From an optimization exercise on the open Yosys and OpenROAD flow, aimed at small area; shortcuts taken in it are not production practice.
The RTL was checked by simulation tests, not by an equivalence proof against the original design.
Power figures rest on the tool's default switching activity, not on a simulated workload.

// mojo_top_0
module mojo_top_0(clk, rst, vga_h_sync, vga_v_sync, vga_R, vga_G, vga_B, quadA, quadB);
input clk;
input rst;
output vga_h_sync, vga_v_sync, vga_R, vga_G, vga_B;
input quadA, quadB;
wire [7:0] xq;
wire [2:0] xr;
wire [7:0] yq;
wire out;
hvsync_generator_1 syncgen(.clk(clk), .rst(rst), .vga_h_sync(vga_h_sync), .vga_v_sync(vga_v_sync),
  .xq(xq), .xr(xr), .yq(yq));
bannerdraw_3 banner(.xq(xq), .xr(xr), .yq(yq), .out(out));
reg pix;
always @(posedge clk) pix <= out;
assign vga_R = pix;
assign vga_G = pix;
assign vga_B = pix;
endmodule
export LEC_CHECK = 0
export ABC_AREA = 1
export CAP_MARGIN = 20
export CORE_MARGIN = 2
export CORE_UTILIZATION = 40
export GPL_TIMING_DRIVEN = 0
export SLEW_MARGIN = 20
export SYNTH_MEMORY_MAX_BITS = 32768
create_clock -name core_clock -period 5.0 [get_ports {clk}]
standard.sh (not shown) runs the stock make flow with config.mk's settings and CLKGATE_MAP_FILE= SYNTH_SCRIPT=/design/flow/synth_recipe.tcl, a recipe that flattens the netlist after the stock synthesis.
==> flow/flow/run.sh <==
#!/bin/bash
# The standard layout (the standard.sh), except that ORFS's synthesis maps the
# logic with an area-oriented ABC script (flow/abc_area.script) instead of abc_area.script
# / abc_speed.script. Everything else (synth_recipe.tcl, the flow settings, the
# registers, floorplan, placement, routing) is left as standard.sh has it, except:
#  - the port buffers are sky130_fd_sc_hd__buf_1 (BUFFER_PORTS_ARGS),
#  - CTS inserts no dummy loads and clusters up to 32 sinks per buffer (CTS_ARGS).
set -euo pipefail
D=$(pwd)
sed "s|^source \$::env(SCRIPTS_DIR)/synth_preamble.tcl\$|&\nset abc_args [lreplace \$abc_args 1 1 $D/flow/abc_area.script]|" \
  "$FLOW_HOME/scripts/synth.tcl" > "$D/flow_synth.tcl"
grep -q "abc_args \[lreplace" "$D/flow_synth.tcl"
sed "s|source \$::env(SCRIPTS_DIR)/synth.tcl|source $D/flow_synth.tcl|" synth_recipe.tcl > "$D/my_synth.tcl"
grep -q "flow_synth.tcl" "$D/my_synth.tcl"
sed "s|SYNTH_SCRIPT=[^ ]*|SYNTH_SCRIPT=$D/my_synth.tcl|" standard.sh > "$D/my_standard.sh"
grep -q "SYNTH_SCRIPT=$D/my_synth.tcl" "$D/my_standard.sh"
bash "$D/my_standard.sh" \
  "BUFFER_PORTS_ARGS=-buffer_cell sky130_fd_sc_hd__buf_1" \
  "CTS_ARGS=-sink_clustering_enable -sink_clustering_size 32 -sink_clustering_max_diameter 200 -repair_clock_nets -dont_use_dummy_load" \
  finish > "$D/make.log" 2>&1
==> flow/flow/abc_area.script <==
strash
dch -f
map -a
topo
The starting point passed the timing, design-rule and antenna checks.
==> next run, changes <==
==> flow/flow/run.sh (replaced) <==
#!/bin/bash
# The standard layout (the standard.sh), except that ORFS's synthesis maps the
# logic with an area-oriented ABC script (flow/abc_area.script) instead of abc_area.script
# / abc_speed.script. Everything else (synth_recipe.tcl, the flow settings, the
# registers, floorplan, placement, CTS, routing) is left as standard.sh has it.
set -euo pipefail
D=$(pwd)
sed "s|^source \$::env(SCRIPTS_DIR)/synth_preamble.tcl\$|&\nset abc_args [lreplace \$abc_args 1 1 $D/flow/abc_area.script]|" \
  "$FLOW_HOME/scripts/synth.tcl" > "$D/flow_synth.tcl"
grep -q "abc_args \[lreplace" "$D/flow_synth.tcl"
sed "s|source \$::env(SCRIPTS_DIR)/synth.tcl|source $D/flow_synth.tcl|" synth_recipe.tcl > "$D/my_synth.tcl"
grep -q "flow_synth.tcl" "$D/my_synth.tcl"
sed "s|SYNTH_SCRIPT=[^ ]*|SYNTH_SCRIPT=$D/my_synth.tcl|" standard.sh > "$D/my_standard.sh"
grep -q "SYNTH_SCRIPT=$D/my_synth.tcl" "$D/my_standard.sh"
bash "$D/my_standard.sh" > "$D/make.log" 2>&1
--- a/flow/config.mk
+++ b/flow/config.mk
@@ -10,5 +10,4 @@
 export CORE_MARGIN = 2
 export CORE_UTILIZATION = 40
-export GPL_TIMING_DRIVEN = 0
 export SLEW_MARGIN = 20
 export SYNTH_MEMORY_MAX_BITS = 32768
After rerunning:
- setup slack is better by 0.39 ns
- via count shrinks by 0.44%
- critical path depth does not change
- clock skew is about the same
- wire length barely changes
- area after synthesis does not change
- fmax climbs by 8.9%
- power rises by 4.9%
- worst hold slack barely changes

## what the ideal ports hide
No port has a modelled driver above. Below, the same layouts with a new extraction and two added sets of constraints. Step 1 assumes that a clkbuf_16 drives the clock port and a buf_2 every other input. Step 2 also shifts input and output timing later by t, the mid clock arrival at the registers, as if the neighbouring blocks saw the same clock. Slacks: ideal / step 1 / step 2; pairs: ideal / step 1.
run	shift t [ns]	setup slack, ns	clock arrival spread, ns	cell pins on the clock port's net
the first run	0.292	0.299 / 0.299 / 0.299	0.004 / 0.004	1
the second run	0.293	0.685 / 0.685 / 0.685	0.004 / 0.004	1
After both steps every run listed still meets setup and hold.
